Background: an optimization exercise with open tools, aiming at small area. Do not read the settings as production practice. The RTL was checked by simulation tests, not by an equivalence proof against the original design.

==> flow/design.v <==
`timescale 1ns / 1ps
module ClockDivider(
    input M_CLK,
    input RST,
    output ONE_CLK,
    output TWO_CLK,
    output FAST_CLK,
    output ADJ_CLK
    );
	reg[16:0] 	one_counter;	 
	reg[15:0]	two_counter;	 
	reg[7:0]	fast_counter;	 
	reg[14:0]	adj_counter;	 
	reg one_clk;
	reg two_clk;
	reg fast_clk;
	reg adj_clk;
	assign ONE_CLK = one_clk;
	assign TWO_CLK = two_clk;
	assign FAST_CLK = fast_clk;
	assign ADJ_CLK = adj_clk;
	always @ (posedge M_CLK)
		if (RST)
		begin
			one_counter <= 0;
			two_counter <= 0;
			fast_counter <= 0;
			adj_counter <= 0;
			one_clk <= 0;
			two_clk <= 0;
			fast_clk <= 0;
			adj_clk <= 0;
		end
		else
		begin
			if (one_counter == 100000)
				begin
					one_counter <= 0;
					one_clk <= 1;
				end
			else
				begin
					one_counter <= one_counter + 17'b1;
					one_clk <= 0;
				end
			if (two_counter == 50000)
				begin
					two_counter <= 0;
					two_clk <= 1;
				end
			else
				begin
					two_counter <= two_counter + 16'b1;
					two_clk <= 0;
				end
			if (fast_counter == 160)
				begin
					fast_counter <= 0;
					fast_clk <= 1;
				end
			else
				begin
					fast_counter <= fast_counter + 8'b1;
					fast_clk <= 0;
				end
			if (adj_counter == 20000)
				begin
					adj_counter <= 0;
					adj_clk <= 1;
				end
			else
				begin
					adj_counter <= adj_counter + 15'b1;
					adj_clk <= 0;
				end
		end
endmodule
`timescale 1ns / 1ps
module BtnDebouncer(
    input btnS,
	input clk,
	input en,
	input rst,
    output O
    );
	reg[2:0] 	step_d;
	reg			clk_en_d;
	reg			o;
	assign O = o;
	always @ (posedge clk)
		if (rst)
			clk_en_d <= 0;
		else if (en)
			clk_en_d <= en;
	always @ (posedge clk)
		if (rst)
			step_d <= 0;
		else if (en)
			step_d[2:0]  <= {btnS, step_d[2:1]};
    always @ (posedge clk)
		if (rst)
			o <= 0;
		else if (en)
			o <= ~step_d[0] & step_d[1] & clk_en_d;
endmodule
`timescale 1ns / 1ps
module SwitchDebouncer(
    input switch,
	input clk,
	input en,
	input rst,
    output O
    );
	reg[2:0] 	step_d;
	reg			clk_en_d;
	reg			o;
	assign O = o;
	always @ (posedge clk)
		if (rst)
			clk_en_d <= 0;
		else if (en)
			clk_en_d <= en;
	always @ (posedge clk)
		if (rst)
			step_d <= 0;
		else if (en)
			step_d[2:0]  <= {switch, step_d[2:1]};
    always @ (posedge clk)
		if (rst)
			o <= 0;
		else if (en)
			o <= step_d[0] & step_d[1] & clk_en_d;
endmodule
`timescale 1ns / 1ps
module TimeToDisplay(
    input SEL,
    input ADJ,
    input ONE_CLK,
    input TWO_CLK,
    input ADJ_CLK,
	input M_CLK,
	input RST,
	input RESET,
    input PAUSE,
    output [3:0] MT,
    output [3:0] MO,
    output [3:0] ST,
    output [3:0] SO,
    output ADJ_MODE
    );
	parameter MINUTES = 0;
	parameter SECONDS = 1;
	reg[3:0] mt;
	reg[3:0] mo;
	reg[3:0] st;
	reg[3:0] so;
	reg adj_mode;
	reg[3:0] n_mt;
	reg[3:0] n_mo;
	reg[3:0] n_st;
	reg[3:0] n_so;
	assign MT = mt;
	assign MO = mo;
	assign ST = st;
	assign SO = so;
	assign ADJ_MODE = adj_mode;
	reg is_paused;
	reg pause_d;
	reg do_reset;
	always @ (posedge M_CLK)
	begin
		n_mt = mt;
		n_mo = mo;
		n_st = st;
		n_so = so;
		if (RST == 1)
			begin
				n_mt = 'b0000;
				n_mo = 'b0000;
				n_st = 'b0000;
				n_so = 'b0000;
				do_reset = 0;
			end
		else
			begin
				if (RESET == 1)
					begin
						do_reset = 1;
					end
				if (ADJ == 1 && TWO_CLK == 1)
					begin
						if (do_reset == 1)
							begin
								n_mt = 'b0000;
								n_mo = 'b0000;
								n_st = 'b0000;
								n_so = 'b0000;
								do_reset = 0;
							end
						else if (SEL == MINUTES)
							begin
								incMin();
							end
						else
							begin
								incSec();
							end
					end
				else if (ADJ == 0 && is_paused == 0 && ONE_CLK == 1)
					begin
						if (do_reset == 1)
							begin
								n_mt = 'b0000;
								n_mo = 'b0000;
								n_st = 'b0000;
								n_so = 'b0000;
								do_reset = 0;
							end
						else
							begin
								incSec();
							end
					end
			end
		mt <= n_mt;
		mo <= n_mo;
		st <= n_st;
		so <= n_so;
	end
	always @ (posedge M_CLK)
		if (RST == 1)
			adj_mode <= 0;
		else if (ADJ_CLK == 1)
			begin
				if (ADJ == 1)
					begin
						adj_mode <= ~adj_mode;
					end
				else
					begin
						adj_mode <= 1;
					end
			end
	always @ (posedge M_CLK)
		if (RST == 1)
			begin
				pause_d <= 0;
				is_paused <= 0;
			end
		else
			begin
				pause_d <= PAUSE;
				if (PAUSE == 1 && pause_d == 0)
					begin
						is_paused <= ~is_paused;
					end
			end
	task incMin;
		begin
			if (n_mo + 4'b0001 >= 10)
				begin
					n_mo = 0;
					if (n_mt + 4'b0001 >= 10)
						begin
							n_mt = 4'b0000;
						end
					else
						begin
							n_mt = n_mt + 4'b0001;
						end
				end
			else
				begin
					n_mo = n_mo + 4'b0001;
				end
		end
	endtask
	task incSec;
		begin
			if (n_so + 4'b0001 >= 10)
				begin
					n_so = 0;
					if (n_st + 4'b0001 >= 6)
						begin
							n_st = 0;
							incMin();
						end
					else
						begin
							n_st = n_st + 4'b0001;
						end
				end
			else
				begin
					n_so = n_so + 4'b0001;
				end
		end
	endtask
endmodule
`timescale 1ns / 1ps
module DispTime(
    input M_CLK,
    input FAST_CLK,
    input RST,
    input EN,
    input [3:0] MT,
    input [3:0] MO,
	input [3:0] ST,
	input [3:0] SO,
    output [3:0] A,
    output [6:0] C
    );
	reg[1:0] digitIndex;
	reg[3:0] a;
	reg[6:0] c;
	reg[6:0] n_c;
	assign A = a;
	assign C = c;
	always @ (posedge M_CLK)
		if (RST)
		begin
			digitIndex <= 0;
			a <= 'b0001;
			c <= 'b0000000;
		end
		else if (FAST_CLK)
		begin
			if (digitIndex == 0)
				begin
					digitIndex <= 3;
				end
			else
				begin
					digitIndex <= digitIndex - 2'b1;
				end
			case(digitIndex)
				3:
					begin
						bin2seg(MT, n_c);
						a <= 'b0111;
					end
				2:
					begin
						bin2seg(MO, n_c);
						a <= 'b1011;
					end
				1:
					begin
						bin2seg(ST, n_c);
						a <= 'b1101;
					end
				default:
					begin
						bin2seg(SO, n_c);
						a <= 'b1110;
					end
			endcase
			c <= n_c;
		end
	task bin2seg;
		input [3:0] number;
		output [6:0] segment;
		begin
			if (EN == 1)
				begin
					case(number)
						1: segment = 'b1111001;
						2: segment = 'b0100100;
						3: segment = 'b0110000;
						4: segment = 'b0011001;
						5: segment = 'b0010010;
						6: segment = 'b0000010;
						7: segment = 'b1111000;
						8: segment = 'b0000000;
						9: segment = 'b0010000;
						default: segment = 'b1000000;
					endcase
				end
			else
				begin
					segment = 'b1111111;
				end
		end
	endtask
endmodule
`timescale 1ns / 1ps
module Stopwatch(
    input sw6,  
    input sw7,  
    input btnR,  
    input btnS,  
    input clk,
    input rst,
    output [6:0] seg,
	output [3:0] an
    );
	wire one_clk;
	wire two_clk;
	wire fast_clk;
	wire adj_clk;
	wire sel;
	wire adj;
	wire reset;
	wire pause;
	SwitchDebouncer sel_db(
		.clk(clk),
		.en(fast_clk),
		.rst(rst),
		.switch(sw6),
		.O(sel)
	);
	SwitchDebouncer adj_db(
		.clk(clk),
		.en(fast_clk),
		.rst(rst),
		.switch(sw7),
		.O(adj)
	);
	BtnDebouncer reset_db(
		.clk(clk),
		.en(fast_clk),
		.rst(rst),
		.btnS(btnR),
		.O(reset)
	);
	BtnDebouncer pause_db(
		.clk(clk),
		.en(fast_clk),
		.rst(rst),
		.btnS(btnS),
		.O(pause)
	);
	ClockDivider cd(
		.M_CLK(clk),
		.RST(rst),
		.ONE_CLK(one_clk),
		.TWO_CLK(two_clk),
		.FAST_CLK(fast_clk),
		.ADJ_CLK(adj_clk)
	);
	wire [3:0] mt;
	wire [3:0] mo;
	wire [3:0] st;
	wire [3:0] so;
	wire adj_mode;
	TimeToDisplay ttd(
		.SEL(sel),
		.ADJ(adj),
		.RESET(reset),
		.PAUSE(pause),
		.ONE_CLK(one_clk),
		.TWO_CLK(two_clk),
		.ADJ_CLK(adj_clk),
		.M_CLK(clk),
		.RST(rst),
		.MT(mt),
		.MO(mo),
		.ST(st),
		.SO(so),
		.ADJ_MODE(adj_mode)
	);
	DispTime dt(
		.M_CLK(clk),
		.FAST_CLK(fast_clk),
		.RST(rst),
		.EN(adj_mode),
		.MT(mt),
		.MO(mo),
		.ST(st),
		.SO(so),
		.A(an),
		.C(seg)
	);
endmodule
==> flow/run.sh <==
#!/bin/bash
# synth_recipe.tcl (not shown) runs the flow's synth.tcl, then flattens the netlist and writes it again
# the make line also repeats each setting of config.mk as NAME=value (left out here)
make -C /OpenROAD-flow-scripts/flow DESIGN_CONFIG=/design/flow/config.mk WORK_HOME=/design/flow/orfs CLKGATE_MAP_FILE= SYNTH_SCRIPT=/design/flow/synth_recipe.tcl finish
==> flow/config.mk <==
export PLATFORM = sky130hd
export DESIGN_NAME = Stopwatch
export DESIGN_NICKNAME = Stopwatch
export VERILOG_FILES = /design/flow/design.v
export SDC_FILE = /design/flow/constraint.sdc
export NUM_CORES = 4
export LEC_CHECK = 0
export CAP_MARGIN = 20
export CORE_MARGIN = 2
export CORE_UTILIZATION = 40
export PLACE_DENSITY = 0.6
export SLEW_MARGIN = 20
==> flow/constraint.sdc <==
create_clock -name core_clock -period 10.0 [get_ports {clk}]
set_input_delay 2.0000 -clock core_clock [delete_from_list [all_inputs] [get_ports {clk}]]
set_output_delay 2.0000 -clock core_clock [all_outputs]
set_load 0.01 [all_outputs]
==> impl_metrics.env <==
export IMPL_crit_required_ns=10.30
export IMPL_crit_buf_inv=3
export IMPL_hold_buffers=0
export IMPL_numCtsBuffers=17
export IMPL_cts_root_buf="clkbuf_16"
export IMPL_layout_min_cycle_time_ns=3.67
export IMPL_io_pins=17
export IMPL_start_util_pct=41.2
export IMPL_rsz0062_at_grt="false"
export IMPL_postCtsSetupRepairBufs=0
export IMPL_hold_depth=1
export IMPL_wire_per_inst_um=13.5
export IMPL_skew_ns=0.0105
export IMPL_hpwl_um=9280
export IMPL_worst_slack_ns=6.33
export IMPL_drive_above_1_share_pct=7.25
export IMPL_syn_area_um2=6570
export IMPL_areaGrowthSynthToFinish_pct=14.0
export IMPL_ctsHtreeMaxLevel=4
export IMPL_clk_pin_slew_ns=0.06
export IMPL_yosysWarnings=5
export IMPL_drtIter0Drc=323
export IMPL_reg2regPathDepth=11
export IMPL_syn_area_per_cell_um2=8.92
export IMPL_grt_pass1_wl_um=22200
export IMPL_cts_sinks=138
export IMPL_fin_setup_tns_ns=0
export IMPL_synth_fp_nets=785
export IMPL_min_period_over_period_pct=36.7
export IMPL_slew_headroom_pct=41.4
export IMPL_clock_path_buffers=2
export IMPL_synth_cell_types=72
export IMPL_die_w_um=132
export IMPL_dp_slack_ns=5.92
export IMPL_worstSkewPairLatency_ns=0.42
export IMPL_post_route_util_pct=47.0
export IMPL_fmax_mhz=272
export IMPL_ys_ff_latch=138
export IMPL_io_buffers=16
export IMPL_cap_violations=0
export IMPL_core_area_um2=15900
export IMPL_cp_cell_sequence="buf_2, buf_4, or2_1, inv_1, ha_1, nor4_1, nor3_1"
export IMPL_synth_top_flop_cell="dfxtp_1"
export IMPL_finalPower_w=0.00121
export IMPL_gp_congestion=0.795
export IMPL_worst_slew_pin_transition_ns=0.879
export IMPL_critPathLaunchType="primary input"
export IMPL_vias=5061
export IMPL_nNetsFinal=795
export IMPL_synth_cells=736
export IMPL_critPathKind="in2reg"
export IMPL_detail_route_antenna_nets=0
export IMPL_vias_per_cell=5.19
export IMPL_antenna_found_initial=0
export IMPL_crit_slowest_cell="buf_4"
export IMPL_drt_wl_total_um=13100
export IMPL_worst_path_stages=7
export IMPL_grt_pass1_vias=4857
export IMPL_seq_area_frac_synth_pct=42.1
export IMPL_gr_total_overflow=0
export IMPL_ctsResizeCount=0
export IMPL_rows=46
export IMPL_p_leak_nw=2.84
export IMPL_worst_path_max_fanout=54
export IMPL_grt_max_degree=55
export IMPL_power_density_nw_per_um2=162
export IMPL_antenna_cells=0
export IMPL_tritoncts="built"
export IMPL_die_h_um=132
export IMPL_hold_path_class="reg2reg"
export IMPL_die_area_um2=17500
export IMPL_status="no timing/DRC/antenna violations"
export IMPL_cp_top_family="buffers and inverters"
export IMPL_final_hold_violation_count=0
export IMPL_drcViolationCount=0
export IMPL_first_pass_iters=6
export IMPL_end_kind="register"
export IMPL_synth_edf_count=0
export IMPL_max_stage_delay_ns=0.55
export IMPL_irDropWorstVdd_v=0.000115
export IMPL_grt_use_total_pct=15.4
export IMPL_setup_viol=0
export IMPL_crit_arrival_ns=3.97
export IMPL_async_flop_share_pct=0
export IMPL_slew_viol_final=0
## worst reg2reg max path, cell delays in order, from the launching register on
cell and delay [ns]:
dfxtp_1 0.45, inv_1 0.08, ha_1 0.31, or3b_1 0.38, a21o_1 0.19, a21oi_1 0.33
or3_1 0.24, a21o_1 0.21, nor2b_1 0.25, ha_1 0.21, or3b_1 0.34, a21oi_1 0.14
## report_power, final
part	total (W)	internal (W)	switching, W
sequential	0.000563	0.000557	0.00000674
clock	0.000614	0.000361	0.000253
combinational	0.0000322	0.0000124	0.0000198
total	0.00121	0.000930	0.000279
## per-layer routing
metal | wire length [um] | up-vias | GRT usage, % | part of all wire, %
met5 | 0 | - | 0 | 0
met4 | 189 | 0 | 6.10 | 1.4
met3 | 409 | 19 | 3.46 | 3.1
met2 | 6190 | 86 | 24.8 | 47
met1 | 6330 | 2383 | 19.9 | 48
li1 | - | 2573 | - | -
## cells in the mapped netlist, types with 21 or more instances
master | count | area, um^2
nand2b_1 | 23 | 144
and3_1 | 21 | 131
nor2_1 | 127 | 477
ha_1 | 43 | 538
inv_1 | 33 | 124
mux2i_1 | 27 | 270
xor2_1 | 31 | 272
nand3_1 | 28 | 140
nand2_1 | 32 | 120
clkbuf_1 | 21 | 78.8
dfxtp_1 | 138 | 2760
a21oi_1 | 29 | 145
## area by class of cell
type / count / area, um^2
fillers: 1520 / 8460
multi-input cells: 537 / 3570
flip-flops and latches: 138 / 2760
clock buffers: 19 / 453
well taps: 216 / 270
repair buffers: 17 / 163
clock inverters: 13 / 133
inverters: 35 / 131
## cells by family after synthesis
logic type	synth area share [%]
AO/OA/AOI/OAI	11.5
XOR/XNOR	6.80
adder cells (fa/ha/maj)	8.19
buffers and inverters	3.51
flip-flops	42.1
multiplexers	4.12
AND/OR/NAND/NOR	23.8
## final timing paths
check / startpoint / endpoint / slack (ns)
worst min register to register: cd.adj_counter[0] / cd.adj_counter[0] / 0.46
worst min-delay path: cd.adj_counter[0] / cd.adj_counter[0] / 0.46
worst max register to register: ttd.mo[1] / register / 6.81
worst max-delay path: rst / register / 6.33
## metrics by stage
stage               area, um^2  cells  hold slack, ns
finish                    7490    975           0.464
global route              7490    975           0.485
CTS                       7490    975           0.464
detailed placement        6900    943           0.450
global placement          6900    943           0.443
floorplan                 6570    736           0.430
## cell usage in the layout (no fill, tap or decap), drive strengths merged, types with 13 or more instances in the layout
master,count
nor3,19
mux2i,27
a21oi,32
ha,43
o21ai,13
xor2,31
nand2,32
nand2b,23
xnor2,20
inv,40
dfxtp,138
and3,21
clkbuf,19
nor2,128
clkdlybuf4s50,15
nand3,28

==> port drivers added, routing unchanged <==
In the flow no input, the clock included, has a driving cell. The finished layout below was timed again as built, in two steps. Step 1 (the two cells are an assumption about what drives the block):
set clk [get_ports {clk}]
set_driving_cell -lib_cell sky130_fd_sc_hd__clkbuf_16 $clk
set_driving_cell -lib_cell sky130_fd_sc_hd__buf_2 [delete_from_list [all_inputs] $clk]
Step 2 times the ports against the registers' clock, not the clock port: input delays grow and output delays shrink by t, the midpoint of the rising clock arrivals with the driver on. Slacks: ideal ports / drivers / drivers and shift; pairs: ideal ports / drivers.
t (ns): 0.453
setup slack, ns: 6.329 / 6.345 / 5.893
worst hold slack (ns): 0.464 / 0.464 / 0.464
slew at the worst register clock pin (ns): 0.06 / 0.06
pins driven straight from the clock port: 1
After both steps this run still meets setup and hold. The setup slack of this run moves by +0.016 ns with the drivers and by -0.436 ns with both steps.
